From an optimization exercise on the open Yosys and OpenROAD flow, aimed at small area and a short achievable clock period; shortcuts taken in it are not production practice.
Function was checked by simulation only, so behaviour that the tests miss may differ from the original.
Power and IR drop assume default switching activity.

[flow/design.v]
module fir_gen (input clk, input reset, input Load_x,
    input signed [7:0] x_in, input signed [7:0] c_in, output signed [7:0] y_out);
reg [7:0] c0, c1, c2;
reg [3:0] xo, xt, xn;
reg [15:0] a2r0;
reg [15:0] a2r1;
reg [16:0] a1r0;
reg [16:0] a1r1;
reg [2:0] yq;
reg [7:0] yg;
reg [7:0] yp;
wire [8:0] xe = {x_in, 1'b0};
wire [3:0] bo, bt, bn;
genvar gi;
generate for (gi = 0; gi < 4; gi = gi + 1) begin : rec
  assign bo[gi] = xe[2*gi+1] ^ xe[2*gi];
  assign bt[gi] = (xe[2*gi+2] & ~xe[2*gi+1] & ~xe[2*gi]) | (~xe[2*gi+2] & xe[2*gi+1] & xe[2*gi]);
  assign bn[gi] = xe[2*gi+2];
end endgenerate
wire [3:0] xon = Load_x ? bo : xo;
wire [3:0] xtn = Load_x ? bt : xt;
wire [3:0] xnn = Load_x ? bn : xn;
wire p1;
wire p2;
wire p3;
wire p4;
wire p5;
wire p6;
wire p7;
wire p8;
wire p9;
wire p10;
wire p11;
wire p12;
wire p13;
wire p14;
wire p15;
wire p16;
wire p17;
wire p18;
wire p19;
wire p20;
wire p21;
wire p22;
wire p23;
wire p24;
wire p25;
wire p26;
wire p27;
wire p28;
wire p29;
wire p30;
wire p31;
wire p32;
wire p33;
wire p34;
wire p35;
wire p36;
wire s37;
wire c38;
wire s39;
wire c40;
wire s41;
wire c42;
wire s43;
wire c44;
wire s45;
wire c46;
wire s47;
wire c48;
wire s49;
wire c50;
wire s51;
wire c52;
wire s53;
wire c54;
wire s55;
wire c56;
wire s57;
wire c58;
wire s59;
wire c60;
wire s61;
wire c62;
wire s63;
wire c64;
wire s65;
wire c66;
wire s67;
wire c68;
wire s69;
wire c70;
wire s71;
wire c72;
wire s73;
wire c74;
wire s75;
wire c76;
wire s77;
wire c78;
wire s79;
wire c80;
wire p81;
wire p82;
wire p83;
wire p84;
wire p85;
wire p86;
wire p87;
wire p88;
wire p89;
wire p90;
wire p91;
wire p92;
wire p93;
wire p94;
wire p95;
wire p96;
wire p97;
wire p98;
wire p99;
wire p100;
wire p101;
wire p102;
wire p103;
wire p104;
wire p105;
wire p106;
wire p107;
wire p108;
wire p109;
wire p110;
wire p111;
wire p112;
wire p113;
wire p114;
wire p115;
wire p116;
wire s117;
wire c118;
wire s119;
wire c120;
wire s121;
wire c122;
wire s123;
wire c124;
wire s125;
wire c126;
wire s127;
wire c128;
wire s129;
wire c130;
wire s131;
wire c132;
wire s133;
wire c134;
wire s135;
wire c136;
wire s137;
wire c138;
wire s139;
wire c140;
wire s141;
wire c142;
wire s143;
wire c144;
wire s145;
wire c146;
wire s147;
wire c148;
wire s149;
wire c150;
wire s151;
wire c152;
wire s153;
wire c154;
wire s155;
wire c156;
wire s157;
wire c158;
wire s159;
wire c160;
wire s161;
wire c162;
wire s163;
wire c164;
wire s165;
wire c166;
wire s167;
wire c168;
wire s169;
wire c170;
wire s171;
wire c172;
wire s173;
wire c174;
wire s175;
wire c176;
wire s177;
wire c178;
wire s179;
wire c180;
wire s181;
wire c182;
wire s183;
wire c184;
wire s185;
wire c186;
wire s187;
wire c188;
wire s189;
wire c190;
wire s191;
wire c192;
wire s193;
wire c194;
wire s195;
wire c196;
wire s197;
wire c198;
wire p199;
wire p200;
wire p201;
wire p202;
wire p203;
wire p204;
wire p205;
wire p206;
wire p207;
wire p208;
wire p209;
wire p210;
wire p211;
wire p212;
wire p213;
wire p214;
wire p215;
wire p216;
wire p217;
wire p218;
wire p219;
wire p220;
wire p221;
wire p222;
wire p223;
wire p224;
wire p225;
wire p226;
wire p227;
wire p228;
wire p229;
wire p230;
wire p231;
wire p232;
wire p233;
wire p234;
wire s235;
wire c236;
wire s237;
wire c238;
wire s239;
wire c240;
wire s241;
wire c242;
wire s243;
wire c244;
wire s245;
wire c246;
wire s247;
wire c248;
wire s249;
wire c250;
wire s251;
wire c252;
wire s253;
wire c254;
wire s255;
wire c256;
wire s257;
wire c258;
wire s259;
wire c260;
wire s261;
wire c262;
wire s263;
wire c264;
wire s265;
wire c266;
wire s267;
wire c268;
wire s269;
wire c270;
wire s271;
wire c272;
wire s273;
wire c274;
wire s275;
wire c276;
wire s277;
wire c278;
wire s279;
wire c280;
wire s281;
wire c282;
wire s283;
wire c284;
wire s285;
wire c286;
wire s287;
wire c288;
wire s289;
wire c290;
wire s291;
wire c292;
wire s293;
wire c294;
wire s295;
wire c296;
wire s297;
wire c298;
wire s299;
wire c300;
wire s301;
wire c302;
wire s303;
wire c304;
wire s305;
wire c306;
wire s307;
wire c308;
wire s309;
wire c310;
wire s311;
wire c312;
wire s313;
wire c314;
wire s315;
wire c316;
wire s317;
wire c318;
wire s319;
wire c320;
wire s321;
wire c322;
wire s323;
wire c324;
wire s325;
wire c326;
wire s327;
wire c328;
wire s329;
wire c330;
wire s331;
wire c332;
wire s333;
wire c334;
wire s335;
wire c336;
wire s337;
wire c338;
wire g339;
wire o340;
wire g341;
wire g342;
wire o343;
wire g344;
wire g345;
wire o346;
wire g347;
wire g348;
wire o349;
wire g350;
wire g351;
wire o352;
wire g353;
wire g354;
wire o355;
wire g356;
wire g357;
wire o358;
wire g359;
wire g360;
wire o361;
wire g362;
wire g363;
wire o364;
wire g365;
wire g366;
wire o367;
wire g368;
wire g369;
wire o370;
wire g371;
wire g372;
wire o373;
wire g374;
wire g375;
wire o376;
wire g377;
wire s378;
wire c379;
wire s380;
wire c381;
wire s382;
wire c383;
wire s384;
wire c385;
wire s386;
wire c387;
wire s388;
wire c389;
wire s390;
wire c391;
wire n392;
wire g393;
wire o394;
wire g395;
wire g396;
wire o397;
wire g398;
wire g399;
wire o400;
wire g401;
wire g402;
wire o403;
wire g404;
wire g405;
wire o406;
wire g407;
wire g408;
wire o409;
wire g410;
wire g411;
wire o412;
wire g413;
wire g414;
wire o415;
wire g416;
wire g417;
wire o418;
wire g419;
wire g420;
wire o421;
wire g422;
wire g423;
wire o424;
wire g425;
wire g426;
wire o427;
wire g428;
wire x429;
wire x430;
wire x431;
wire x432;
wire x433;
wire x434;
wire x435;
wire n436;
wire o437;
wire x438;
wire o439;
wire x440;
wire o441;
wire x442;
wire o443;
wire x444;
wire o445;
wire x446;
wire o447;
wire x448;
wire o449;
wire x450;
wire g451;
wire o452;
wire g453;
wire g454;
wire o455;
wire g456;
wire o457;
wire g458;
wire g459;
wire o460;
wire g461;
wire g462;
wire o463;
wire g464;
wire g465;
wire o466;
wire g467;
wire g468;
wire o469;
wire g470;
wire g471;
wire o472;
wire g473;
wire g474;
wire o475;
wire g476;
wire g477;
wire o478;
wire g479;
wire g480;
wire o481;
wire g482;
wire x483;
wire g484;
wire o485;
wire x486;
wire g487;
wire o488;
wire x489;
wire g490;
wire o491;
wire x492;
wire g493;
wire o494;
wire x495;
wire g496;
wire o497;
wire x498;
wire g499;
wire o500;
wire x501;
wire g502;
wire o503;
wire x504;
assign p1 = (xo[0] & c2[0]) ^ xn[0];
assign p2 = ((xo[0] & c2[1]) | (xt[0] & c2[0])) ^ xn[0];
assign p3 = ((xo[0] & c2[2]) | (xt[0] & c2[1])) ^ xn[0];
assign p4 = ((xo[0] & c2[3]) | (xt[0] & c2[2])) ^ xn[0];
assign p5 = ((xo[0] & c2[4]) | (xt[0] & c2[3])) ^ xn[0];
assign p6 = ((xo[0] & c2[5]) | (xt[0] & c2[4])) ^ xn[0];
assign p7 = ((xo[0] & c2[6]) | (xt[0] & c2[5])) ^ xn[0];
assign p8 = ((xo[0] & c2[7]) | (xt[0] & c2[6])) ^ xn[0];
assign p9 = ~(((xo[0] & c2[7]) | (xt[0] & c2[7])) ^ xn[0]);
assign p10 = (xo[1] & c2[0]) ^ xn[1];
assign p11 = ((xo[1] & c2[1]) | (xt[1] & c2[0])) ^ xn[1];
assign p12 = ((xo[1] & c2[2]) | (xt[1] & c2[1])) ^ xn[1];
assign p13 = ((xo[1] & c2[3]) | (xt[1] & c2[2])) ^ xn[1];
assign p14 = ((xo[1] & c2[4]) | (xt[1] & c2[3])) ^ xn[1];
assign p15 = ((xo[1] & c2[5]) | (xt[1] & c2[4])) ^ xn[1];
assign p16 = ((xo[1] & c2[6]) | (xt[1] & c2[5])) ^ xn[1];
assign p17 = ((xo[1] & c2[7]) | (xt[1] & c2[6])) ^ xn[1];
assign p18 = ~(((xo[1] & c2[7]) | (xt[1] & c2[7])) ^ xn[1]);
assign p19 = (xo[2] & c2[0]) ^ xn[2];
assign p20 = ((xo[2] & c2[1]) | (xt[2] & c2[0])) ^ xn[2];
assign p21 = ((xo[2] & c2[2]) | (xt[2] & c2[1])) ^ xn[2];
assign p22 = ((xo[2] & c2[3]) | (xt[2] & c2[2])) ^ xn[2];
assign p23 = ((xo[2] & c2[4]) | (xt[2] & c2[3])) ^ xn[2];
assign p24 = ((xo[2] & c2[5]) | (xt[2] & c2[4])) ^ xn[2];
assign p25 = ((xo[2] & c2[6]) | (xt[2] & c2[5])) ^ xn[2];
assign p26 = ((xo[2] & c2[7]) | (xt[2] & c2[6])) ^ xn[2];
assign p27 = ~(((xo[2] & c2[7]) | (xt[2] & c2[7])) ^ xn[2]);
assign p28 = (xo[3] & c2[0]) ^ xn[3];
assign p29 = ((xo[3] & c2[1]) | (xt[3] & c2[0])) ^ xn[3];
assign p30 = ((xo[3] & c2[2]) | (xt[3] & c2[1])) ^ xn[3];
assign p31 = ((xo[3] & c2[3]) | (xt[3] & c2[2])) ^ xn[3];
assign p32 = ((xo[3] & c2[4]) | (xt[3] & c2[3])) ^ xn[3];
assign p33 = ((xo[3] & c2[5]) | (xt[3] & c2[4])) ^ xn[3];
assign p34 = ((xo[3] & c2[6]) | (xt[3] & c2[5])) ^ xn[3];
assign p35 = ((xo[3] & c2[7]) | (xt[3] & c2[6])) ^ xn[3];
assign p36 = ~(((xo[3] & c2[7]) | (xt[3] & c2[7])) ^ xn[3]);
fa_cell us37 (.a(xn[1]), .b(p3), .c(p10), .s(s37), .co(c38));
fa_cell us39 (.a(xn[2]), .b(p5), .c(p12), .s(s39), .co(c40));
fa_cell us41 (.a(p6), .b(p13), .c(p20), .s(s41), .co(c42));
fa_cell us43 (.a(xn[3]), .b(p7), .c(p14), .s(s43), .co(c44));
fa_cell us45 (.a(p8), .b(p15), .c(p22), .s(s45), .co(c46));
assign s47 = ~(p9 ^ p16);
assign c48 = p9 | p16;
fa_cell us49 (.a(p17), .b(p24), .c(p31), .s(s49), .co(c50));
fa_cell us51 (.a(p18), .b(p25), .c(p32), .s(s51), .co(c52));
fa_cell us53 (.a(p4), .b(p11), .c(c38), .s(s53), .co(c54));
fa_cell us55 (.a(p21), .b(p28), .c(c42), .s(s55), .co(c56));
fa_cell us57 (.a(p29), .b(c44), .c(s45), .s(s57), .co(c58));
fa_cell us59 (.a(p23), .b(p30), .c(s47), .s(s59), .co(c60));
fa_cell us61 (.a(p26), .b(p33), .c(c52), .s(s61), .co(c62));
fa_cell us63 (.a(xn[0]), .b(p1), .c(xnn[0]), .s(s63), .co(c64));
fa_cell us65 (.a(p19), .b(s39), .c(xnn[2]), .s(s65), .co(c66));
fa_cell us67 (.a(s43), .b(xnn[3]), .c(s55), .s(s67), .co(c68));
fa_cell us69 (.a(c46), .b(s59), .c(c58), .s(s69), .co(c70));
fa_cell us71 (.a(c48), .b(s49), .c(c60), .s(s71), .co(c72));
fa_cell us73 (.a(p27), .b(p34), .c(c62), .s(s73), .co(c74));
fa_cell us75 (.a(c40), .b(s41), .c(c66), .s(s75), .co(c76));
fa_cell us77 (.a(c56), .b(s57), .c(c68), .s(s77), .co(c78));
fa_cell us79 (.a(c50), .b(s51), .c(c72), .s(s79), .co(c80));
assign p81 = (xo[0] & c1[0]) ^ xn[0];
assign p82 = ((xo[0] & c1[1]) | (xt[0] & c1[0])) ^ xn[0];
assign p83 = ((xo[0] & c1[2]) | (xt[0] & c1[1])) ^ xn[0];
assign p84 = ((xo[0] & c1[3]) | (xt[0] & c1[2])) ^ xn[0];
assign p85 = ((xo[0] & c1[4]) | (xt[0] & c1[3])) ^ xn[0];
assign p86 = ((xo[0] & c1[5]) | (xt[0] & c1[4])) ^ xn[0];
assign p87 = ((xo[0] & c1[6]) | (xt[0] & c1[5])) ^ xn[0];
assign p88 = ((xo[0] & c1[7]) | (xt[0] & c1[6])) ^ xn[0];
assign p89 = ~(((xo[0] & c1[7]) | (xt[0] & c1[7])) ^ xn[0]);
assign p90 = (xo[1] & c1[0]) ^ xn[1];
assign p91 = ((xo[1] & c1[1]) | (xt[1] & c1[0])) ^ xn[1];
assign p92 = ((xo[1] & c1[2]) | (xt[1] & c1[1])) ^ xn[1];
assign p93 = ((xo[1] & c1[3]) | (xt[1] & c1[2])) ^ xn[1];
assign p94 = ((xo[1] & c1[4]) | (xt[1] & c1[3])) ^ xn[1];
assign p95 = ((xo[1] & c1[5]) | (xt[1] & c1[4])) ^ xn[1];
assign p96 = ((xo[1] & c1[6]) | (xt[1] & c1[5])) ^ xn[1];
assign p97 = ((xo[1] & c1[7]) | (xt[1] & c1[6])) ^ xn[1];
assign p98 = ~(((xo[1] & c1[7]) | (xt[1] & c1[7])) ^ xn[1]);
assign p99 = (xo[2] & c1[0]) ^ xn[2];
assign p100 = ((xo[2] & c1[1]) | (xt[2] & c1[0])) ^ xn[2];
assign p101 = ((xo[2] & c1[2]) | (xt[2] & c1[1])) ^ xn[2];
assign p102 = ((xo[2] & c1[3]) | (xt[2] & c1[2])) ^ xn[2];
assign p103 = ((xo[2] & c1[4]) | (xt[2] & c1[3])) ^ xn[2];
assign p104 = ((xo[2] & c1[5]) | (xt[2] & c1[4])) ^ xn[2];
assign p105 = ((xo[2] & c1[6]) | (xt[2] & c1[5])) ^ xn[2];
assign p106 = ((xo[2] & c1[7]) | (xt[2] & c1[6])) ^ xn[2];
assign p107 = ~(((xo[2] & c1[7]) | (xt[2] & c1[7])) ^ xn[2]);
assign p108 = (xo[3] & c1[0]) ^ xn[3];
assign p109 = ((xo[3] & c1[1]) | (xt[3] & c1[0])) ^ xn[3];
assign p110 = ((xo[3] & c1[2]) | (xt[3] & c1[1])) ^ xn[3];
assign p111 = ((xo[3] & c1[3]) | (xt[3] & c1[2])) ^ xn[3];
assign p112 = ((xo[3] & c1[4]) | (xt[3] & c1[3])) ^ xn[3];
assign p113 = ((xo[3] & c1[5]) | (xt[3] & c1[4])) ^ xn[3];
assign p114 = ((xo[3] & c1[6]) | (xt[3] & c1[5])) ^ xn[3];
assign p115 = ((xo[3] & c1[7]) | (xt[3] & c1[6])) ^ xn[3];
assign p116 = ~(((xo[3] & c1[7]) | (xt[3] & c1[7])) ^ xn[3]);
ha_cell us117 (.a(a2r0[6]), .b(a2r1[6]), .s(s117), .co(c118));
ha_cell us119 (.a(a2r0[2]), .b(a2r1[2]), .s(s119), .co(c120));
fa_cell us121 (.a(a2r0[4]), .b(a2r1[4]), .c(p85), .s(s121), .co(c122));
ha_cell us123 (.a(a2r0[5]), .b(p86), .s(s123), .co(c124));
fa_cell us125 (.a(s117), .b(p87), .c(p94), .s(s125), .co(c126));
ha_cell us127 (.a(p101), .b(p108), .s(s127), .co(c128));
fa_cell us129 (.a(a2r0[7]), .b(c118), .c(p88), .s(s129), .co(c130));
fa_cell us131 (.a(p95), .b(p102), .c(p109), .s(s131), .co(c132));
fa_cell us133 (.a(a2r0[8]), .b(a2r1[8]), .c(p89), .s(s133), .co(c134));
fa_cell us135 (.a(p96), .b(p103), .c(p110), .s(s135), .co(c136));
fa_cell us137 (.a(a2r0[9]), .b(a2r1[9]), .c(p97), .s(s137), .co(c138));
ha_cell us139 (.a(p104), .b(p111), .s(s139), .co(c140));
fa_cell us141 (.a(a2r0[10]), .b(p98), .c(p105), .s(s141), .co(c142));
ha_cell us143 (.a(a2r0[11]), .b(a2r1[11]), .s(s143), .co(c144));
ha_cell us145 (.a(s119), .b(p83), .s(s145), .co(c146));
fa_cell us147 (.a(a2r0[3]), .b(c120), .c(p84), .s(s147), .co(c148));
fa_cell us149 (.a(p92), .b(p99), .c(s121), .s(s149), .co(c150));
fa_cell us151 (.a(p93), .b(p100), .c(s123), .s(s151), .co(c152));
fa_cell us153 (.a(c124), .b(s127), .c(s125), .s(s153), .co(c154));
fa_cell us155 (.a(c128), .b(c126), .c(s129), .s(s155), .co(c156));
fa_cell us157 (.a(c130), .b(c132), .c(s133), .s(s157), .co(c158));
fa_cell us159 (.a(s139), .b(c134), .c(c136), .s(s159), .co(c160));
fa_cell us161 (.a(p112), .b(c140), .c(c138), .s(s161), .co(c162));
fa_cell us163 (.a(s143), .b(p106), .c(p113), .s(s163), .co(c164));
fa_cell us165 (.a(a2r0[12]), .b(c144), .c(p107), .s(s165), .co(c166));
ha_cell us167 (.a(a2r0[13]), .b(a2r1[13]), .s(s167), .co(c168));
ha_cell us169 (.a(a2r0[0]), .b(p81), .s(s169), .co(c170));
fa_cell us171 (.a(a2r0[1]), .b(a2r1[1]), .c(p82), .s(s171), .co(c172));
fa_cell us173 (.a(p90), .b(s145), .c(xnn[1]), .s(s173), .co(c174));
fa_cell us175 (.a(p91), .b(c146), .c(s147), .s(s175), .co(c176));
fa_cell us177 (.a(c148), .b(xnn[2]), .c(s149), .s(s177), .co(c178));
fa_cell us179 (.a(c122), .b(s151), .c(c150), .s(s179), .co(c180));
fa_cell us181 (.a(xnn[3]), .b(c152), .c(s153), .s(s181), .co(c182));
fa_cell us183 (.a(s131), .b(c154), .c(s155), .s(s183), .co(c184));
fa_cell us185 (.a(s135), .b(c156), .c(s157), .s(s185), .co(c186));
fa_cell us187 (.a(s137), .b(c158), .c(s159), .s(s187), .co(c188));
fa_cell us189 (.a(s141), .b(c160), .c(s161), .s(s189), .co(c190));
fa_cell us191 (.a(c142), .b(s163), .c(c162), .s(s191), .co(c192));
fa_cell us193 (.a(p114), .b(c164), .c(s165), .s(s193), .co(c194));
fa_cell us195 (.a(s167), .b(p115), .c(c166), .s(s195), .co(c196));
fa_cell us197 (.a(a2r0[14]), .b(c168), .c(p116), .s(s197), .co(c198));
assign p199 = (xo[0] & c0[0]) ^ xn[0];
assign p200 = ((xo[0] & c0[1]) | (xt[0] & c0[0])) ^ xn[0];
assign p201 = ((xo[0] & c0[2]) | (xt[0] & c0[1])) ^ xn[0];
assign p202 = ((xo[0] & c0[3]) | (xt[0] & c0[2])) ^ xn[0];
assign p203 = ((xo[0] & c0[4]) | (xt[0] & c0[3])) ^ xn[0];
assign p204 = ((xo[0] & c0[5]) | (xt[0] & c0[4])) ^ xn[0];
assign p205 = ((xo[0] & c0[6]) | (xt[0] & c0[5])) ^ xn[0];
assign p206 = ((xo[0] & c0[7]) | (xt[0] & c0[6])) ^ xn[0];
assign p207 = ~(((xo[0] & c0[7]) | (xt[0] & c0[7])) ^ xn[0]);
assign p208 = (xo[1] & c0[0]) ^ xn[1];
assign p209 = ((xo[1] & c0[1]) | (xt[1] & c0[0])) ^ xn[1];
assign p210 = ((xo[1] & c0[2]) | (xt[1] & c0[1])) ^ xn[1];
assign p211 = ((xo[1] & c0[3]) | (xt[1] & c0[2])) ^ xn[1];
assign p212 = ((xo[1] & c0[4]) | (xt[1] & c0[3])) ^ xn[1];
assign p213 = ((xo[1] & c0[5]) | (xt[1] & c0[4])) ^ xn[1];
assign p214 = ((xo[1] & c0[6]) | (xt[1] & c0[5])) ^ xn[1];
assign p215 = ((xo[1] & c0[7]) | (xt[1] & c0[6])) ^ xn[1];
assign p216 = ~(((xo[1] & c0[7]) | (xt[1] & c0[7])) ^ xn[1]);
assign p217 = (xo[2] & c0[0]) ^ xn[2];
assign p218 = ((xo[2] & c0[1]) | (xt[2] & c0[0])) ^ xn[2];
assign p219 = ((xo[2] & c0[2]) | (xt[2] & c0[1])) ^ xn[2];
assign p220 = ((xo[2] & c0[3]) | (xt[2] & c0[2])) ^ xn[2];
assign p221 = ((xo[2] & c0[4]) | (xt[2] & c0[3])) ^ xn[2];
assign p222 = ((xo[2] & c0[5]) | (xt[2] & c0[4])) ^ xn[2];
assign p223 = ((xo[2] & c0[6]) | (xt[2] & c0[5])) ^ xn[2];
assign p224 = ((xo[2] & c0[7]) | (xt[2] & c0[6])) ^ xn[2];
assign p225 = ~(((xo[2] & c0[7]) | (xt[2] & c0[7])) ^ xn[2]);
assign p226 = (xo[3] & c0[0]) ^ xn[3];
assign p227 = ((xo[3] & c0[1]) | (xt[3] & c0[0])) ^ xn[3];
assign p228 = ((xo[3] & c0[2]) | (xt[3] & c0[1])) ^ xn[3];
assign p229 = ((xo[3] & c0[3]) | (xt[3] & c0[2])) ^ xn[3];
assign p230 = ((xo[3] & c0[4]) | (xt[3] & c0[3])) ^ xn[3];
assign p231 = ((xo[3] & c0[5]) | (xt[3] & c0[4])) ^ xn[3];
assign p232 = ((xo[3] & c0[6]) | (xt[3] & c0[5])) ^ xn[3];
assign p233 = ((xo[3] & c0[7]) | (xt[3] & c0[6])) ^ xn[3];
assign p234 = ~(((xo[3] & c0[7]) | (xt[3] & c0[7])) ^ xn[3]);
ha_cell us235 (.a(a1r0[4]), .b(a1r1[4]), .s(s235), .co(c236));
fa_cell us237 (.a(a1r0[5]), .b(a1r1[5]), .c(p204), .s(s237), .co(c238));
fa_cell us239 (.a(a1r0[6]), .b(a1r1[6]), .c(p205), .s(s239), .co(c240));
ha_cell us241 (.a(p212), .b(p219), .s(s241), .co(c242));
fa_cell us243 (.a(a1r0[7]), .b(a1r1[7]), .c(p206), .s(s243), .co(c244));
fa_cell us245 (.a(p213), .b(p220), .c(p227), .s(s245), .co(c246));
fa_cell us247 (.a(a1r0[8]), .b(a1r1[8]), .c(p207), .s(s247), .co(c248));
fa_cell us249 (.a(p214), .b(p221), .c(p228), .s(s249), .co(c250));
fa_cell us251 (.a(a1r0[9]), .b(a1r1[9]), .c(p215), .s(s251), .co(c252));
ha_cell us253 (.a(p222), .b(p229), .s(s253), .co(c254));
fa_cell us255 (.a(a1r0[10]), .b(a1r1[10]), .c(p216), .s(s255), .co(c256));
ha_cell us257 (.a(p223), .b(p230), .s(s257), .co(c258));
fa_cell us259 (.a(a1r0[11]), .b(a1r1[11]), .c(p224), .s(s259), .co(c260));
ha_cell us261 (.a(a1r0[12]), .b(a1r1[12]), .s(s261), .co(c262));
ha_cell us263 (.a(a1r0[2]), .b(a1r1[2]), .s(s263), .co(c264));
fa_cell us265 (.a(a1r0[3]), .b(a1r1[3]), .c(p202), .s(s265), .co(c266));
fa_cell us267 (.a(s235), .b(p203), .c(p210), .s(s267), .co(c268));
fa_cell us269 (.a(c236), .b(p211), .c(p218), .s(s269), .co(c270));
fa_cell us271 (.a(p226), .b(s241), .c(c238), .s(s271), .co(c272));
fa_cell us273 (.a(c242), .b(c240), .c(s243), .s(s273), .co(c274));
fa_cell us275 (.a(c244), .b(c246), .c(s247), .s(s275), .co(c276));
fa_cell us277 (.a(s253), .b(c248), .c(c250), .s(s277), .co(c278));
fa_cell us279 (.a(c254), .b(s257), .c(c252), .s(s279), .co(c280));
fa_cell us281 (.a(p231), .b(c258), .c(c256), .s(s281), .co(c282));
fa_cell us283 (.a(s261), .b(p225), .c(p232), .s(s283), .co(c284));
fa_cell us285 (.a(a1r0[13]), .b(a1r1[13]), .c(c262), .s(s285), .co(c286));
ha_cell us287 (.a(a1r0[14]), .b(a1r1[14]), .s(s287), .co(c288));
ha_cell us289 (.a(a1r0[0]), .b(a1r1[0]), .s(s289), .co(c290));
fa_cell us291 (.a(a1r0[1]), .b(a1r1[1]), .c(p200), .s(s291), .co(c292));
fa_cell us293 (.a(s263), .b(p201), .c(p208), .s(s293), .co(c294));
fa_cell us295 (.a(c264), .b(p209), .c(s265), .s(s295), .co(c296));
fa_cell us297 (.a(p217), .b(c266), .c(s267), .s(s297), .co(c298));
fa_cell us299 (.a(c268), .b(s237), .c(s269), .s(s299), .co(c300));
fa_cell us301 (.a(c270), .b(s239), .c(s271), .s(s301), .co(c302));
fa_cell us303 (.a(s245), .b(c272), .c(s273), .s(s303), .co(c304));
fa_cell us305 (.a(s249), .b(c274), .c(s275), .s(s305), .co(c306));
fa_cell us307 (.a(s251), .b(c276), .c(s277), .s(s307), .co(c308));
fa_cell us309 (.a(s255), .b(c278), .c(s279), .s(s309), .co(c310));
fa_cell us311 (.a(s259), .b(c280), .c(s281), .s(s311), .co(c312));
fa_cell us313 (.a(c260), .b(s283), .c(c282), .s(s313), .co(c314));
fa_cell us315 (.a(p233), .b(s285), .c(c284), .s(s315), .co(c316));
fa_cell us317 (.a(s287), .b(p234), .c(c286), .s(s317), .co(c318));
ha_cell us319 (.a(a1r0[15]), .b(c288), .s(s319), .co(c320));
ha_cell us321 (.a(p199), .b(s289), .s(s321), .co(c322));
ha_cell us323 (.a(c290), .b(s291), .s(s323), .co(c324));
ha_cell us325 (.a(c292), .b(s293), .s(s325), .co(c326));
ha_cell us327 (.a(c294), .b(s295), .s(s327), .co(c328));
ha_cell us329 (.a(c296), .b(s297), .s(s329), .co(c330));
ha_cell us331 (.a(c298), .b(s299), .s(s331), .co(c332));
ha_cell us333 (.a(c300), .b(s301), .s(s333), .co(c334));
ha_cell us335 (.a(c302), .b(s303), .s(s335), .co(c336));
ha_cell us337 (.a(c304), .b(s305), .s(s337), .co(c338));
assign g339 = s323 & c322;
assign o340 = c324 | g339;
assign g341 = s323 & s321;
assign g342 = s327 & c326;
assign o343 = c328 | g342;
assign g344 = s327 & s325;
assign g345 = s331 & c330;
assign o346 = c332 | g345;
assign g347 = s331 & s329;
assign g348 = s335 & c334;
assign o349 = c336 | g348;
assign g350 = s335 & s333;
assign g351 = s325 & o340;
assign o352 = c326 | g351;
assign g353 = s325 & g341;
assign g354 = g344 & o340;
assign o355 = o343 | g354;
assign g356 = g344 & g341;
assign g357 = s333 & o346;
assign o358 = c334 | g357;
assign g359 = s333 & g347;
assign g360 = g350 & o346;
assign o361 = o349 | g360;
assign g362 = g350 & g347;
assign g363 = s329 & o355;
assign o364 = c330 | g363;
assign g365 = s329 & g356;
assign g366 = g347 & o355;
assign o367 = o346 | g366;
assign g368 = g347 & g356;
assign g369 = g359 & o355;
assign o370 = o358 | g369;
assign g371 = g359 & g356;
assign g372 = g362 & o355;
assign o373 = o361 | g372;
assign g374 = g362 & g356;
assign g375 = s337 & o373;
assign o376 = c338 | g375;
assign g377 = s337 & g374;
ha_cell us378 (.a(c306), .b(s307), .s(s378), .co(c379));
ha_cell us380 (.a(c308), .b(s309), .s(s380), .co(c381));
ha_cell us382 (.a(c310), .b(s311), .s(s382), .co(c383));
ha_cell us384 (.a(c312), .b(s313), .s(s384), .co(c385));
ha_cell us386 (.a(c314), .b(s315), .s(s386), .co(c387));
ha_cell us388 (.a(c316), .b(s317), .s(s388), .co(c389));
ha_cell us390 (.a(c318), .b(s319), .s(s390), .co(c391));
assign n392 = ~c320;
assign g393 = s380 & c379;
assign o394 = c381 | g393;
assign g395 = s380 & s378;
assign g396 = s384 & c383;
assign o397 = c385 | g396;
assign g398 = s384 & s382;
assign g399 = s388 & c387;
assign o400 = c389 | g399;
assign g401 = s388 & s386;
assign g402 = n392 & c391;
assign o403 = c320 | g402;
assign g404 = n392 & s390;
assign g405 = s382 & o394;
assign o406 = c383 | g405;
assign g407 = s382 & g395;
assign g408 = g398 & o394;
assign o409 = o397 | g408;
assign g410 = g398 & g395;
assign g411 = s390 & o400;
assign o412 = c391 | g411;
assign g413 = s390 & g401;
assign g414 = g404 & o400;
assign o415 = o403 | g414;
assign g416 = g404 & g401;
assign g417 = s386 & o409;
assign o418 = c387 | g417;
assign g419 = s386 & g410;
assign g420 = g401 & o409;
assign o421 = o400 | g420;
assign g422 = g401 & g410;
assign g423 = g413 & o409;
assign o424 = o412 | g423;
assign g425 = g413 & g410;
assign g426 = g416 & o409;
assign o427 = o415 | g426;
assign g428 = g416 & g410;
assign x429 = s380 ^ c379;
assign x430 = s382 ^ o394;
assign x431 = s384 ^ o406;
assign x432 = s386 ^ o409;
assign x433 = s388 ^ o418;
assign x434 = s390 ^ o421;
assign x435 = n392 ^ o424;
assign n436 = ~s378;
assign o437 = c379 | s378;
assign x438 = s380 ^ o437;
assign o439 = o394 | g395;
assign x440 = s382 ^ o439;
assign o441 = o406 | g407;
assign x442 = s384 ^ o441;
assign o443 = o409 | g410;
assign x444 = s386 ^ o443;
assign o445 = o418 | g419;
assign x446 = s388 ^ o445;
assign o447 = o421 | g422;
assign x448 = s390 ^ o447;
assign o449 = o424 | g425;
assign x450 = n392 ^ o449;
assign g451 = s337 & c336;
assign o452 = c338 | g451;
assign g453 = s337 & s335;
assign g454 = yq[2] & yq[0];
assign o455 = yq[1] | g454;
assign g456 = yp[1] & yg[0];
assign o457 = yg[1] | g456;
assign g458 = yp[1] & yp[0];
assign g459 = yp[3] & yg[2];
assign o460 = yg[3] | g459;
assign g461 = yp[3] & yp[2];
assign g462 = yp[5] & yg[4];
assign o463 = yg[5] | g462;
assign g464 = yp[5] & yp[4];
assign g465 = yp[2] & o457;
assign o466 = yg[2] | g465;
assign g467 = yp[2] & g458;
assign g468 = g461 & o457;
assign o469 = o460 | g468;
assign g470 = g461 & g458;
assign g471 = yp[6] & o463;
assign o472 = yg[6] | g471;
assign g473 = yp[6] & g464;
assign g474 = yp[4] & o469;
assign o475 = yg[4] | g474;
assign g476 = yp[4] & g470;
assign g477 = g464 & o469;
assign o478 = o463 | g477;
assign g479 = g464 & g470;
assign g480 = g473 & o469;
assign o481 = o472 | g480;
assign g482 = g473 & g470;
assign x483 = yp[0] ^ o455;
assign g484 = yp[0] & o455;
assign o485 = yg[0] | g484;
assign x486 = yp[1] ^ o485;
assign g487 = g458 & o455;
assign o488 = o457 | g487;
assign x489 = yp[2] ^ o488;
assign g490 = g467 & o455;
assign o491 = o466 | g490;
assign x492 = yp[3] ^ o491;
assign g493 = g470 & o455;
assign o494 = o469 | g493;
assign x495 = yp[4] ^ o494;
assign g496 = g476 & o455;
assign o497 = o475 | g496;
assign x498 = yp[5] ^ o497;
assign g499 = g479 & o455;
assign o500 = o478 | g499;
assign x501 = yp[6] ^ o500;
assign g502 = g482 & o455;
assign o503 = o481 | g502;
assign x504 = yp[7] ^ o503;
always @(posedge clk or posedge reset)
  if (reset) begin
    xo <= 4'd0; xt <= 4'd0; xn <= 4'd0; c0 <= 8'd0; c1 <= 8'd0; c2 <= 8'd0;
    a2r0 <= 16'd22016; a2r1 <= 16'd0; a1r0 <= 17'd43776; a1r1 <= 17'd0; yq <= 3'd0; yg <= 8'd0; yp <= 8'd0;
  end else begin
    xo <= xon; xt <= xtn; xn <= xnn;
    if (!Load_x) begin c2 <= c_in; c1 <= c2; c0 <= c1; end
    a2r0 <= {1'b0,p36,p35,s73,c80,s79,s71,c78,s77,c76,s75,c54,s53,s37,p2,s63};
    a2r1 <= {1'b0,1'b0,c74,1'b0,s61,1'b0,c70,s69,1'b0,s67,1'b0,s65,1'b0,xnn[1],c64,1'b0};
    a1r0 <= {1'b0,c198,c196,c194,c192,c190,c188,c186,c184,c182,c180,c178,c176,c174,c172,c170,xnn[0]};
    a1r1 <= {1'b0,1'b0,s197,s195,s193,s191,s189,s187,s185,s183,s181,s179,s177,s175,s173,s171,s169};
    yq <= {g453,o452,o370};
    yg <= {1'b0,c391,c389,c387,c385,c383,c381,c379};
    yp <= {n392,s390,s388,s386,s384,s382,s380,s378};
  end
assign y_out = {x504,x501,x498,x495,x492,x489,x486,x483};
endmodule
module fa_cell (input a, input b, input c, output s, output co);
assign {co, s} = a + b + c;
endmodule
module ha_cell (input a, input b, output s, output co);
assign {co, s} = a + b;
endmodule
[flow/flow/run.sh]
#!/bin/bash
# Own layout flow: the standard flow (standard.sh), with two changes after synthesis:
#  - the input and output port buffers are buf_1 cells (buffer_ports -buffer_cell)
#  - clock tree synthesis without dummy loads
# Each step's full output goes to its own log file in this folder.
set -euo pipefail
bash standard.sh synth > synth.log 2>&1
export BUFFER_PORTS_ARGS="-buffer_cell sky130_fd_sc_hd__buf_1"
export CTS_ARGS="-sink_clustering_enable -repair_clock_nets -dont_use_dummy_load"
bash standard.sh floorplan > floorplan.log 2>&1
bash standard.sh place > place.log 2>&1
bash standard.sh cts > cts.log 2>&1
bash standard.sh route > route.log 2>&1
bash standard.sh finish > finish.log 2>&1
test -f out/final.def
[flow/standard.sh]
#!/bin/bash
# synth_recipe.tcl (not shown) runs the flow's synth.tcl, then flattens the netlist and writes it again
# the make line also repeats each setting of config.mk as NAME=value (left out here)
make -C /OpenROAD-flow-scripts/flow DESIGN_CONFIG=/design/flow/config.mk WORK_HOME=/design/flow/orfs CLKGATE_MAP_FILE= SYNTH_SCRIPT=/design/flow/synth_recipe.tcl "${@:-finish}"
[flow/config.mk]
export PLATFORM = sky130hd
export DESIGN_NAME = fir_gen
export DESIGN_NICKNAME = fir_gen
export VERILOG_FILES = /design/flow/design.v
export SDC_FILE = /design/flow/constraint.sdc
export NUM_CORES = 4
export LEC_CHECK = 0
export CAP_MARGIN = 20
export CORE_MARGIN = 2
export CORE_UTILIZATION = 40
export GPL_TIMING_DRIVEN = 1
export SETUP_SLACK_MARGIN = 2.5
export SLEW_MARGIN = 20
export SYNTH_HIERARCHICAL = 1
export SYNTH_MINIMUM_KEEP_SIZE = 0
[flow/constraint.sdc]
create_clock -name core_clock -period 5.5 [get_ports {clk}]
set_input_delay 1.1000 -clock core_clock [delete_from_list [all_inputs] [get_ports {clk}]]
set_output_delay 1.1000 -clock core_clock [all_outputs]
set_load 0.01 [all_outputs]
==> results of run 1 <==
[Yosys cell counts]
cell type | count | share of area [%]
xnor2_1 | 104 | 12
dfrtp_1 | 97 | 32
fa_1 | 87 | 23
a22oi_1 | 84 | 8.3
clkbuf_1 | 42 | 2.1
ha_1 | 36 | 5.9
mux2_2 | 29 | 4.3
nand2_1 | 19 | 0.94
a21oi_1 | 15 | 0.99
nor2_1 | 15 | 0.74
o21ai_0 | 14 | 0.92
buf_2 | 13 | 0.85
xor2_1 | 11 | 1.3
dfstp_2 | 9 | 3.1
buf_4 | 8 | 0.79
inv_1 | 8 | 0.39
buf_1 | 5 | 0.25
nor3_1 | 5 | 0.33
a21o_1 | 4 | 0.39
a311oi_1 | 2 | 0.23
clkbuf_2 | 2 | 0.13
or4_1 | 2 | 0.20
a21oi_2 | 1 | 0.12
a2bb2oi_1 | 1 | 0.12
and2_1 | 1 | 0.082
nand2b_1 | 1 | 0.082
nand3_1 | 1 | 0.066
nor4_1 | 1 | 0.082
o211a_1 | 1 | 0.13
o22ai_1 | 1 | 0.082
o2bb2ai_2 | 1 | 0.20
o311ai_1 | 1 | 0.12
or2_2 | 1 | 0.082
[stage by stage]
stage | hold slack [ns] | instance area [µm²]
floorplan | 0.456 | 7620
global placement | 0.466 | 7760
detailed placement | 0.472 | 7760
CTS | 0.487 | 8060
global route | 0.509 | 8180
finish | 0.483 | 8180
[cell type report]
| class | count | area (µm²) |
|---|---|---|
| repair buffers | 46 | 269 |
| well taps | 234 | 293 |
| fillers | 1673 | 10500 |
| inverters | 8 | 33.8 |
| clock buffers | 9 | 225 |
| multi-input cells | 438 | 4660 |
| flip-flops and latches | 106 | 2690 |
[registers in the layout, indices dropped and copies added (netlist names)]
register and flops:
xo 4, a1r1 15, c1 8, xn 4
xt 4, c0 8, yq 3, c2 8
a2r0 15, a1r0 15, yg 7, a2r1 7
yp 8
[per-module statistics from Yosys, one instance, submodules excluded]
module / cell area [µm²] / flip-flops and latches
fir_gen: 5440 / 106
ha_cell: 12.5 / 0
fa_cell: 20.0 / 0
[routing by layer]
layer,vias up,track usage (%),wire length (µm)
li1,2072,-,-
met1,2463,21.1,7010
met2,97,27.7,7960
met3,21,2.73,531
met4,0,6.89,265
met5,-,0,0
[how the worst max path moves through the flow]
stage / from / end / cells past startpoint
2_1_floorplan: Load_x / a2r0[7] / 5
3_3_place_gp: xn[2] / a2r0[7] / 6
3_5_place_dp: xo[1] / yq[2] / 7
4_1_cts: xt[0] / yq[2] / 7
5_1_grt: xt[2] / yq[2] / 7
6_report: xt[2] / yq[2] / 7
[kinds of logic after synthesis]
group | synth area share, %
AOI/OAI and AO/OA | 11.6
adders and majority gates | 28.8
xor gates and xnor gates | 13.2
DFF | 35.0
buffers and inverters | 4.49
and+or+nand+nor | 2.60
muxes | 4.29
[power breakdown]
| part | switching (W) | internal [W] | leakage, nW |
|---|---|---|---|
| combinational | 0.00148 | 0.00148 | 1.92 |
| sequential | 0.000281 | 0.00117 | 1.23 |
| clock | 0.000256 | 0.000289 | 0.111 |
[critical path: cells and delay by family, from the launching register on]
kind                       cells  cell delay, ns
adders and majority gates      4            1.67
xor gates and xnor gates       1            0.12
DFF                            1            0.63
AOI/OAI and AO/OA              1            0.26
and+or+nand+nor                1            0.16
[repair_timing]
action	CTS	global route
endpoints found under the setup margin	29	9
setup buffers	2	9
pin swaps	3	5
resized for setup	19	12
==> out/metrics.csv, run 1 <==
stage,metric,value,unit
run_status,status,no timing/DRC/antenna violations,
sta,setup-tns-final,0,ns
floorplanning,rows,50,
final_layout,layout_common_cells,"xnor2_1, dfrtp_1, fa_1, a22oi_1, ha_1",
final_layout,drive_above_1_share,14.8,%
setup_path,required,5.74,ns
floorplanning,io_pins,27,
sta,fin_crit,2.95,ns
floorplanning,die_x,142,µm
setup_path,r2r_slack,2.55,ns
sta,setup_ws,2.55,ns
final_layout,fin_util,43.7,%
sta,fmax,339,MHz
placement,pre_cts_ws,2.09,ns
routing,firstDrtPassIters,4,
sta,post-route-period-util,53.6,%
placement,placed_cells,821,
setup_path,regToRegEndpoint,yq[2],
global_route,grt_pass1_vias,5058,
setup_path,r2r_cells,7,
sta,setup_viol,0,
routing,drt_wl_total,15800,µm
clock_network,clk_latency,0.35,ns
setup_path,cpMostUsedCell,fa_1,
power,ir_drop,0.000210,V
global_route,grt_pass1_wl,25900,µm
sta,slew_viol_final,0,
setup_path,worstPathArrival,3.19,ns
synthesis,yosysWarnings,7,
setup_path,max_stage_delay,0.63,ns
global_route,grt_max_degree,62,
clock_network,h-tree-depth,3,
routing,drt_first_iter_violations,185,
routing,drt-wirelength-per-cell,18.7,µm
routing,drc,0,
sta,relSlewSlack,48.2,%
synthesis,syn_nets,764,
floorplanning,die_h,142,µm
power,leakage,3.26,nW
synthesis,synthesis.area,0.00761,mm²
placement,io_buffer_count,26,
final_layout,final_common_cell,xnor2_1,
setup_path,path_max_fanout,25,
setup_path,crit_chain,a22oi_1 -> xnor2_1 -> fa_1 -> fa_1 -> fa_1 -> ha_1 -> and2_1,
clock_network,cts_buffers,9,
floorplanning,start_util,40.7,%
clock_network,ctsHoldBuffers,0,
global_route,grt-ovfl-total,0,
worst_hold_path,hp-start,a2r0[0],
placement,dp_hpwl,10800,µm
routing,ant_nets,0,
worst_hold_path,hold_class,reg2reg,
setup_path,end_kind,register,
sta,worst_pin_slew,0.776,ns
clock_network,clockBufferDepth,2,
worst_hold_path,min_to,a1r1[0],
sta,finClkSkew,0.0117,ns
sta,hold_violations,0,
final_layout,fin_nets,751,
final_layout,antenna_cells,0,
routing,viasPerCell,5.53,
routing,num_vias,4653,
setup_path,reg2reg_from,xt[2],
setup_path,critPathSlowestCell,dfrtp_4,
clock_network,clockRootBuffer,clkbuf_16,
power,total_power,0.00495,W
sta,rsz0062_at_grt,true,
clock_network,cts_sinks,106,
synthesis,avgSynthCellArea,12.2,µm²
synthesis,synth_cell_types,33,
synthesis,ys_seq_area_share,35.0,%
placement,gp_congestion,0.821,
power,power_per_cell_area,606,mW/mm²
setup_path,path_class,reg2reg,
clock_network,clk_pin_slew,0.06,ns
job,drv_cap,0,
final_layout,finalNonFillerCells,841,
synthesis,netlist_instances,622,
clock_network,cts_tree,built,
floorplanning,dieArea,0.0201,mm²
floorplanning,coreArea,0.0187,mm²
global_route,antenna_found_initial,0,
final_layout,area_growth,7.46,%
setup_path,startpoint_type,register,
worst_hold_path,hold_depth,1,
synthesis,ys_ff_latch,106,
global_route,grtUsageTotal,16.4,%
==> run 2: changes to the inputs <==
--- a/flow/config.mk
+++ b/flow/config.mk
@@ -7,8 +7,7 @@
 export LEC_CHECK = 0
 export CAP_MARGIN = 20
 export CORE_MARGIN = 2
-export CORE_UTILIZATION = 40
-export GPL_TIMING_DRIVEN = 1
+export CORE_UTILIZATION = 50
 export SETUP_SLACK_MARGIN = 2.5
 export SLEW_MARGIN = 20
 export SYNTH_HIERARCHICAL = 1
==> out/metrics.csv, run 2 <==
stage,metric,value,unit
synthesis,yosysWarnings,7,
routing,firstDrtPassIters,5,
global_route,grt-ovfl-total,0,
floorplanning,coreArea,0.0150,mm²
sta,rsz0062_at_grt,true,
sta,hold_violations,0,
clock_network,cts_tree,built,
floorplanning,dieArea,0.0162,mm²
placement,dp_hpwl,10700,µm
sta,worst_pin_slew,0.695,ns
synthesis,synth_cell_types,33,
global_route,grt_pass1_vias,4979,
synthesis,netlist_instances,622,
global_route,grt_max_degree,54,
setup_path,required,5.73,ns
sta,finClkSkew,0.0147,ns
power,leakage,3.28,nW
synthesis,synth_edf_count,0,
routing,drt_wl_total,16100,µm
power,ir_drop,0.000213,V
synthesis,synth_commonest_cells,"xnor2_1, dfrtp_1, fa_1, a22oi_1, clkbuf_1",
floorplanning,rows,45,
routing,viasPerCell,5.91,
routing,drc,0,
synthesis,yosys-top-cells-area,"dfrtp_1, fa_1, xnor2_1, a22oi_1, ha_1",
final_layout,layout_common_cells,"xnor2_1, dfrtp_1, fa_1, a22oi_1, ha_1",
clock_network,h-tree-depth,3,
global_route,antenna_found_initial,0,
sta,setup_viol,0,
routing,drt-wirelength-per-cell,20.1,µm
run_status,status,no timing/DRC/antenna violations,
job,drv_cap,0,
floorplanning,die_h,127,µm
sta,slew_viol_final,0,
power,total_power,0.00499,W
clock_network,clockBufferDepth,2,
placement,gp_congestion,0.836,
clock_network,clk_pin_slew,0.07,ns
synthesis,synth_top_area_share,31.9,%
global_route,grtUsageTotal,20.1,%
setup_path,path_class,reg2reg,
placement,pre_cts_ws,2.12,ns
synthesis,syn_nets,764,
clock_network,cts_buffers,9,
final_layout,area_growth,7.07,%
floorplanning,io_pins,27,
setup_path,path_max_fanout,19,
final_layout,final_common_cell,xnor2_1,
clock_network,clk_latency,0.35,ns
synthesis,synth_top_flop_cell,dfrtp_1,
routing,drt_first_iter_violations,174,
placement,placed_cells,777,
final_layout,drive_above_1_share,15.0,%
sta,post-route-period-util,53.5,%
sta,fmax,340,MHz
sta,setup_ws,2.56,ns
setup_path,startpoint_type,register,
setup_path,end_kind,register,
sta,setup-tns-final,0,ns
synthesis,synthesis.area,0.00761,mm²
synthesis,synth.most_common_cell,xnor2_1,
floorplanning,start_util,50.6,%
synthesis,synthArstFlopShare,100,%
routing,ant_nets,0,
synthesis,ys_seq_area_share,35.0,%
synthesis,ys_ff_latch,106,
power,power_per_cell_area,613,mW/mm²
final_layout,reg_top3,"a1r0 (15), a1r1 (15), a2r0 (15)",
floorplanning,die_x,127,µm
clock_network,clockRootBuffer,clkbuf_16,
setup_path,worstPathArrival,3.17,ns
synthesis,synth_top_cell_by_area,dfrtp_1,
sta,fin_crit,2.94,ns
final_layout,antenna_cells,0,
final_layout,fin_nets,756,
placement,io_buffer_count,26,
worst_hold_path,hold_class,reg2reg,
global_route,grt_pass1_wl,25400,µm
final_layout,finalNonFillerCells,800,
clock_network,cts_sinks,106,
routing,num_vias,4729,
synthesis,avgSynthCellArea,12.2,µm²
sta,relSlewSlack,53.7,%
## run 2: cell families after synthesis
| logic type | synth area share [%] |
|---|---|
| multiplexers | 4.29 |
| buffers and inverters | 4.49 |
| AND/OR/NAND/NOR | 2.60 |
| adder cells (fa/ha/maj) | 28.8 |
| XOR/XNOR | 13.2 |
| AO/OA/AOI/OAI | 11.6 |
| flip-flops | 35.0 |
## run 2: layout make-up
class / count / area, µm²
multi-input cells: 438 / 4640
well taps: 188 / 235
fillers: 1257 / 6890
repair buffers: 51 / 322
clock buffers: 9 / 225
inverters: 8 / 33.8
flip-flops and latches: 106 / 2690
## run 2: worst max-delay path, cell delays in order, from the launching register on
cell and delay (ns):
dfrtp_2 0.77, xnor2_1 0.19, fa_1 0.45, fa_1 0.54
fa_1 0.42, ha_1 0.29, and2_1 0.16
## run 2: per-stage QoR
step	hold WS (ns)	util, %	area, µm²
6_report	0.489	54.2	8150
5_1_grt	0.509	54.2	8150
4_1_cts	0.489	53.3	8010
3_5_place_dp	0.473	51.3	7720
3_3_place_gp	0.472	51.3	7720
2_1_floorplan	0.456	-	7620
## run 2: per-module statistics from Yosys, one instance, submodules excluded
module | times used | cells | flops+latches | area, µm²
fa_cell | 87 | 1 | 0 | 20.0
ha_cell | 34 | 1 | 0 | 12.5
fir_gen | 1 | 501 | 106 | 5440
## run 2: timing repair
| action | in CTS | in global routing |
|---|---|---|
| hold buffers | 0 | 0 |
| resized for setup | 21 | 7 |
| pin swaps | 1 | 3 |
| hold endpoints to repair | 0 | 0 |
| endpoints found under the setup margin | 22 | 7 |
| buffers inserted | 1 | 13 |
## run 2: power breakdown
group          leakage (nW)  switching [W]  total (W)  internal, W
combinational          1.94        0.00151    0.00300      0.00149
clock                 0.111       0.000260   0.000549     0.000289
sequential             1.23       0.000269    0.00144      0.00117
## run 2: final timing paths
kind                       startpoint  endpoint  slack (ns)  cells after the start
max                             xn[2]     yq[2]        2.56                      6
min                           a2r0[0]   a1r1[0]        0.49                      1
max reg2reg                     xn[2]     yq[2]        2.56                      6
min reg2reg                   a2r0[0]   a1r1[0]        0.49                      1
max in group asynchronous       reset     xo[0]        3.99                      3
min in group asynchronous       reset  a1r1[14]        0.96                      3
## run 2: per-layer routing
layer  vias to the layer above  part of all wire [%]  GRT usage, %
met5                         -                     0             0
met4                         0                   1.9          7.95
met3                        25                   4.4          3.35
met2                       124                    49          32.7
met1                      2502                    45          27.3
li1                       2078                     -             -
==> run 3: changes to the inputs <==
--- a/flow/config.mk
+++ b/flow/config.mk
@@ -7,7 +7,7 @@
 export LEC_CHECK = 0
 export CAP_MARGIN = 20
 export CORE_MARGIN = 2
-export CORE_UTILIZATION = 50
+export CORE_UTILIZATION = 40
 export SETUP_SLACK_MARGIN = 2.5
 export SLEW_MARGIN = 20
 export SYNTH_HIERARCHICAL = 1
==> out/metrics.csv, run 3 <==
stage,metric,value,unit
synthesis,synth_top_cell_by_area,dfrtp_1,
sta,fin_crit,2.95,ns
placement,io_buffer_count,26,
power,power_per_cell_area,606,mW/mm²
global_route,grtUsageTotal,16.4,%
sta,relSlewSlack,48.2,%
sta,post-route-period-util,53.6,%
job,drv_cap,0,
routing,drt_first_iter_violations,185,
synthesis,yosys-top-cells-area,"dfrtp_1, fa_1, xnor2_1, a22oi_1, ha_1",
final_layout,fin_nets,751,
power,ir_drop,0.000210,V
synthesis,synth_edf_count,0,
floorplanning,die_x,142,µm
power,leakage,3.26,nW
global_route,grt_max_degree,62,
setup_path,path_class,reg2reg,
sta,fmax,339,MHz
worst_hold_path,hp-start,a2r0[0],
routing,drc,0,
routing,firstDrtPassIters,4,
setup_path,critPathBufInv,0,
floorplanning,coreArea,0.0187,mm²
clock_network,cts_buffers,9,
floorplanning,io_pins,27,
final_layout,final_common_cell,xnor2_1,
global_route,antenna_found_initial,0,
routing,ant_nets,0,
setup_path,r2r_slack,2.55,ns
routing,viasPerCell,5.53,
final_layout,finalInstanceArea,0.00818,mm²
sta,setup_ws,2.55,ns
final_layout,fillers,1673,
setup_path,worstPathArrival,3.19,ns
setup_path,path_max_fanout,25,
floorplanning,rows,50,
final_layout,area_growth,7.46,%
sta,finClkSkew,0.0117,ns
clock_network,ctsHoldBuffers,0,
placement,place_area,0.00776,mm²
sta,worst_pin_slew,0.776,ns
synthesis,avgSynthCellArea,12.2,µm²
clock_network,clk_latency,0.35,ns
clock_network,cts_sinks,106,
clock_network,h-tree-depth,3,
synthesis,netlist_instances,622,
routing,num_vias,4653,
worst_hold_path,hold_depth,1,
placement,dp_hpwl,10800,µm
final_layout,drive_above_1_share,14.8,%
setup_path,end_kind,register,
worst_hold_path,hold_class,reg2reg,
clock_network,clockRootBuffer,clkbuf_16,
clock_network,clk_pin_slew,0.06,ns
setup_path,required,5.74,ns
sta,hold_violations,0,
floorplanning,dieArea,0.0201,mm²
synthesis,ys_seq_area_share,35.0,%
clock_network,cts_tree,built,
sta,setup-tns-final,0,ns
run_status,status,no timing/DRC/antenna violations,
clock_network,clockBufferDepth,2,
synthesis,synth_cell_types,33,
setup_path,reg2reg_from,xt[2],
final_layout,fin_util,43.7,%
sta,rsz0062_at_grt,true,
synthesis,synth_top_area_share,31.9,%
routing,drt-wirelength-per-cell,18.7,µm
routing,drt_wl_total,15800,µm
floorplanning,die_h,142,µm
synthesis,synthesis.area,0.00761,mm²
sta,setup_viol,0,
placement,pre_cts_ws,2.09,ns
synthesis,synthArstFlopShare,100,%
synthesis,syn_nets,764,
placement,gp_congestion,0.821,
global_route,grt-ovfl-total,0,
final_layout,layout_common_cells,"xnor2_1, dfrtp_1, fa_1, a22oi_1, ha_1",
setup_path,crit_chain,a22oi_1 -> xnor2_1 -> fa_1 -> fa_1 -> fa_1 -> ha_1 -> and2_1,
global_route,grt_pass1_wl,25900,µm
setup_path,regToRegEndpoint,yq[2],
setup_path,cpMostUsedCell,fa_1,
setup_path,r2r_cells,7,
worst_hold_path,min_to,a1r1[0],
synthesis,ys_ff_latch,106,
synthesis,synth_top_flop_cell,dfrtp_1,
setup_path,cp_top_family,adder cells,
synthesis,yosysWarnings,7,
setup_path,critPathSlowestCell,dfrtp_4,
global_route,grt_pass1_vias,5058,
floorplanning,start_util,40.7,%
sta,slew_viol_final,0,
setup_path,startpoint_type,register,
final_layout,reg_top3,"a1r0 (15), a1r1 (15), a2r0 (15)",
setup_path,max_stage_delay,0.63,ns
synthesis,synth_commonest_cells,"xnor2_1, dfrtp_1, fa_1, a22oi_1, clkbuf_1",
final_layout,antenna_cells,0,
synthesis,synth.most_common_cell,xnor2_1,
==> run 3: cells by family after synthesis <==
kind of cell             Yosys count  synth area share, %
AO/OA/AOI/OAI                    125                 11.6
XOR/XNOR                         115                 13.2
adder cells (fa/ha/maj)          123                 28.8
buffers and inverters             78                 4.49
flip-flops                       106                 35.0
multiplexers                      29                 4.29
AND/OR/NAND/NOR                   46                 2.60
==> run 3: worst reg2reg max path, stage by stage, from the launching register on <==
cell and delay (ns):
dfrtp_4 0.63, a22oi_1 0.26, xnor2_1 0.12, fa_1 0.43, fa_1 0.53, fa_1 0.41, ha_1 0.30, and2_1 0.16
==> run 3: power by group <==
group / internal (W) / switching [W] / leakage [nW]
Combinational: 0.00148 / 0.00148 / 1.92
Sequential: 0.00117 / 0.000281 / 1.23
Clock: 0.000289 / 0.000256 / 0.111
Total: 0.00294 / 0.00201 / 3.26
==> run 3: repair_timing <==
item / 4_1_cts / 5_1_grt
gates resized for setup: 19 / 12
setup endpoints to repair: 29 / 9
buffers inserted: 2 / 9
pin swaps: 3 / 5
==> run 3: per-module statistics from Yosys (local to each module, per instance) <==
| module | cell area, µm² | copies in the design | flops+latches |
|---|---|---|---|
| fa_cell | 20.0 | 87 | 0 |
| ha_cell | 12.5 | 34 | 0 |
| fir_gen | 5440 | 1 | 106 |
==> run 3: routing by layer <==
metal | up-vias | routed length [µm] | global-route usage, %
li1 | 2072 | - | -
met1 | 2463 | 7010 | 21.1
met2 | 97 | 7960 | 27.7
met3 | 21 | 531 | 2.73
met4 | 0 | 265 | 6.89
met5 | - | 0 | 0
==> run 3: layout make-up <==
cell class	count	area, µm²	share of cell area [%]
inverter	8	33.8	0.413
tap	234	293	3.58
sequential	106	2690	32.9
clock buffer	9	225	2.75
multi-input combinational	438	4660	57.0
timing repair buffer	46	269	3.29
==> run 3: worst max-delay path by stage <==
stage / start / end / cells after the start
2_1_floorplan: Load_x / a2r0[7] / 5
3_3_place_gp: xn[2] / a2r0[7] / 6
3_5_place_dp: xo[1] / yq[2] / 7
4_1_cts: xt[0] / yq[2] / 7
5_1_grt: xt[2] / yq[2] / 7
6_report: xt[2] / yq[2] / 7
==> run 3: stage by stage <==
stage / instances / hold WS (ns) / power (W)
after floorplan: 622 / 0.456 / 0.00372
after global placement: 821 / 0.466 / 0.00428
after detailed placement: 821 / 0.472 / 0.00442
after CTS: 832 / 0.487 / 0.00501
after global routing: 841 / 0.509 / 0.00560
final: 841 / 0.483 / 0.00495
==> run 4: changes to the inputs <==
==> flow/flow/run.sh (replaced) <==
#!/bin/bash
# Own layout flow: the standard flow (standard.sh), with two changes after synthesis:
#  - the input and output port buffers are buf_1 cells (buffer_ports -buffer_cell)
#  - clock tree synthesis without dummy loads, clkbuf_8 below the root buffer
# Each step's full output goes to its own log file in this folder.
set -euo pipefail
bash standard.sh synth > synth.log 2>&1
export BUFFER_PORTS_ARGS="-buffer_cell sky130_fd_sc_hd__buf_1"
export CTS_ARGS="-sink_clustering_enable -repair_clock_nets -dont_use_dummy_load -root_buf sky130_fd_sc_hd__clkbuf_16 -buf_list {sky130_fd_sc_hd__clkbuf_8}"
bash standard.sh floorplan > floorplan.log 2>&1
bash standard.sh place > place.log 2>&1
bash standard.sh cts > cts.log 2>&1
bash standard.sh route > route.log 2>&1
bash standard.sh finish > finish.log 2>&1
test -f out/final.def
==> out/metrics.csv, run 4 <==
stage,metric,value,unit
setup_path,max_stage_delay,0.63,ns
global_route,grtUsageMet2,27.7,%
clock_network,h-tree-depth,3,
final_layout,finalNonFillerCells,841,
final_layout,antenna_cells,0,
floorplanning,start_util,40.7,%
setup_path,required,5.74,ns
placement,dp_hpwl,10800,µm
global_route,grtUsageMet1,21.1,%
synthesis,avgSynthCellArea,12.2,µm²
final_layout,area_growth,7.46,%
sta,finClkSkew,0.0117,ns
global_route,grt_pass1_wl,25900,µm
final_layout,final_common_cell,xnor2_1,
synthesis,yosys-top-cells-area,"dfrtp_1, fa_1, xnor2_1, a22oi_1, ha_1",
final_layout,seq_area,0.00269,mm²
sta,relSlewSlack,48.2,%
synthesis,synthArstFlopShare,100,%
synthesis,synth_top_family_by_area,adder cells,
sta,hold_violations,0,
sta,fmax,339,MHz
floorplanning,dieArea,0.0201,mm²
floorplanning,die_x,142,µm
setup_path,path_class,reg2reg,
setup_path,reg2reg_from,xt[2],
synthesis,synthMuxAreaShare,4.29,%
global_route,antenna_found_initial,0,
floorplanning,die_h,142,µm
global_route,met3_usage,2.73,%
synthesis,synth_top_cell_by_area,dfrtp_1,
routing,drt_wl_total,15800,µm
global_route,grtUsageTotal,16.4,%
synthesis,synth_fa_ha_area_share,28.8,%
routing,drt-wirelength-per-cell,18.7,µm
run_status,status,no timing/DRC/antenna violations,
setup_path,r2r_cells,7,
synthesis,ys_ff_latch,106,
placement,io_buffer_count,26,
worst_hold_path,hp-start,a2r0[0],
power,ir_drop,0.000210,V
setup_path,cpMostUsedCell,fa_1,
setup_path,worstPathArrival,3.19,ns
synthesis,synth_top_area_share,31.9,%
floorplanning,coreArea,0.0187,mm²
synthesis,netlist_instances,622,
power,power_per_cell_area,606,mW/mm²
routing,firstDrtPassIters,4,
final_layout,fin_nets,751,
synthesis,synth_commonest_cells,"xnor2_1, dfrtp_1, fa_1, a22oi_1, clkbuf_1",
floorplanning,io_pins,27,
clock_network,cts_buffers,9,
setup_path,critPathSlowestCell,dfrtp_4,
routing,ant_nets,0,
floorplanning,rows,50,
setup_path,regToRegEndpoint,yq[2],
clock_network,cts_sinks,106,
clock_network,cts_tree,built,
synthesis,syn_nets,764,
worst_hold_path,hold_depth,1,
synthesis,synth_cell_types,33,
final_layout,layout_common_cells,"xnor2_1, dfrtp_1, fa_1, a22oi_1, ha_1",
synthesis,synth_compound_area_share,11.6,%
worst_hold_path,hold_class,reg2reg,
sta,setup-tns-final,0,ns
sta,post-route-period-util,53.6,%
global_route,grt_max_degree,62,
setup_path,startpoint_type,register,
job,drv_cap,0,
routing,drt_first_iter_violations,185,
final_layout,drive_above_1_share,14.8,%
sta,rsz0062_at_grt,true,
setup_path,path_max_fanout,25,
synthesis,synth.most_common_cell,xnor2_1,
sta,setup_viol,0,
clock_network,clockBufferDepth,2,
global_route,grt_pass1_vias,5058,
synthesis,synth_top_flop_cell,dfrtp_1,
routing,viasPerCell,5.53,
routing,drc,0,
setup_path,end_kind,register,
clock_network,clk_pin_slew,0.06,ns
power,leakage,3.26,nW
synthesis,ys_seq_area_share,35.0,%
placement,placed_cells,821,
synthesis,synth_xor_area_share,13.2,%
synthesis,yosysWarnings,7,
setup_path,crit_chain,a22oi_1 -> xnor2_1 -> fa_1 -> fa_1 -> fa_1 -> ha_1 -> and2_1,
routing,num_vias,4653,
final_layout,fillers,1673,
sta,worst_pin_slew,0.776,ns
synthesis,synth_edf_count,0,
clock_network,clockRootBuffer,clkbuf_16,
global_route,grt-ovfl-total,0,
global_route,grt-busiest-layer,met2,
final_layout,multiInputGateArea,0.00466,mm²
setup_path,r2r_slack,2.55,ns
synthesis,synthesis.area,0.00761,mm²
clock_network,clk_latency,0.35,ns
worst_hold_path,min_to,a1r1[0],
sta,slew_viol_final,0,
sta,fin_crit,2.95,ns
synthesis,synth_simple_gate_area_share,2.60,%
placement,gp_congestion,0.821,
final_layout,reg_top3,"a1r0 (15), a1r1 (15), a2r0 (15)",
==> run 4: cell counts after synthesis <==
Identical to the previous run, type by type.
==> run 4: per-module statistics from Yosys (local to each module, per instance) <==
module   flip-flops and latches  cells
ha_cell                       0      1
fa_cell                       0      1
fir_gen                     106    501
==> run 4: repair_timing <==
action,in CTS,in global routing
endpoints found under the setup margin,29,9
hold buffers,0,0
buffers inserted,2,9
gates resized for setup,19,12
pin swaps,3,5
==> run 4: power by group <==
group | switching, W | internal, W | leakage [nW]
sequential | 0.000281 | 0.00117 | 1.23
combinational | 0.00148 | 0.00148 | 1.92
clock | 0.000256 | 0.000289 | 0.111
total | 0.00201 | 0.00294 | 3.26
==> run 4: worst max path at each step <==
stage                     startpoint  endpoint  slack, ns  cells past startpoint
after floorplan               Load_x   a2r0[7]       2.50                      5
after CTS                      xt[0]     yq[2]       2.50                      7
after global routing           xt[2]     yq[2]       2.50                      7
after detailed placement       xo[1]     yq[2]       2.09                      7
final                          xt[2]     yq[2]       2.55                      7
after global placement         xn[2]   a2r0[7]       2.15                      6
==> run 4: metrics by stage <==
stage / util, % / power, W / worst slack [ns] / instance area, µm² / hold WS, ns
after global routing: 43.7 / 0.00560 / 2.50 / 8180 / 0.509
after CTS: 43.1 / 0.00501 / 2.50 / 8060 / 0.487
final: 43.7 / 0.00495 / 2.55 / 8180 / 0.483
after floorplan: - / 0.00372 / 2.50 / 7620 / 0.456
after detailed placement: 41.5 / 0.00442 / 2.09 / 7760 / 0.472
after global placement: 41.5 / 0.00428 / 2.15 / 7760 / 0.466
==> run 4: worst max-delay path, delay by kind of cell (launching register included) <==
kind | cells | cell delay, ns
XOR/XNOR | 1 | 0.12
AO/OA/AOI/OAI | 1 | 0.26
AND/OR/NAND/NOR | 1 | 0.16
flip-flops | 1 | 0.63
adder cells (fa/ha/maj) | 4 | 1.67
==> run 4: cells by family (layout without fill, tap and decap cells) <==
group | Yosys count | count (layout)
fa+ha+maj | 123 | 123
flops | 106 | 106
mux | 29 | 29
buf+inv | 78 | 63
simple gates | 46 | 46
compound gates | 125 | 125
xor+xnor | 115 | 115
==> run 4: layout make-up <==
cell class / instances / share of cell area [%]
multi-input cells: 438 / 57.0
flip-flops and latches: 106 / 32.9
well taps: 234 / 3.58
repair buffers: 46 / 3.29
clock buffers: 9 / 2.75
inverters: 8 / 0.413
==> run 4: routing by layer <==
layer	part of all wire [%]	vias up
li1	-	2072
met1	44	2463
met2	50	97
met3	3.4	21
met4	1.7	0
met5	0	-

-- separate check: timing with driven ports --
How much do the figures lean on ideal ports? The routed layouts below were timed once more, with nothing changed but the port constraints.
Step 1 assumes that a clkbuf_16 drives the clock port and a buf_2 every other input.
Step 2 also shifts input and output timing later by t, the mid clock arrival at the registers, as if the neighbouring blocks saw the same clock.
a / b / c = ideal / step 1 / step 2; a / b = the first two.
run | shift t [ns] | setup slack, ns | latest minus earliest clock arrival (ns)
run 1 | 0.390 | 2.553 / 2.536 / 2.448 | 0.011 / 0.012
run 2 | 0.385 | 2.557 / 2.540 / 2.401 | 0.016 / 0.015
run 3 | 0.390 | 2.553 / 2.536 / 2.448 | 0.011 / 0.012
run 4 | 0.390 | 2.553 / 2.536 / 2.448 | 0.011 / 0.012
After both steps setup and hold are still met in every run listed. For run 2, which loses most, drivers alone change the setup slack by -0.017 ns; drivers and shift together by -0.156 ns.
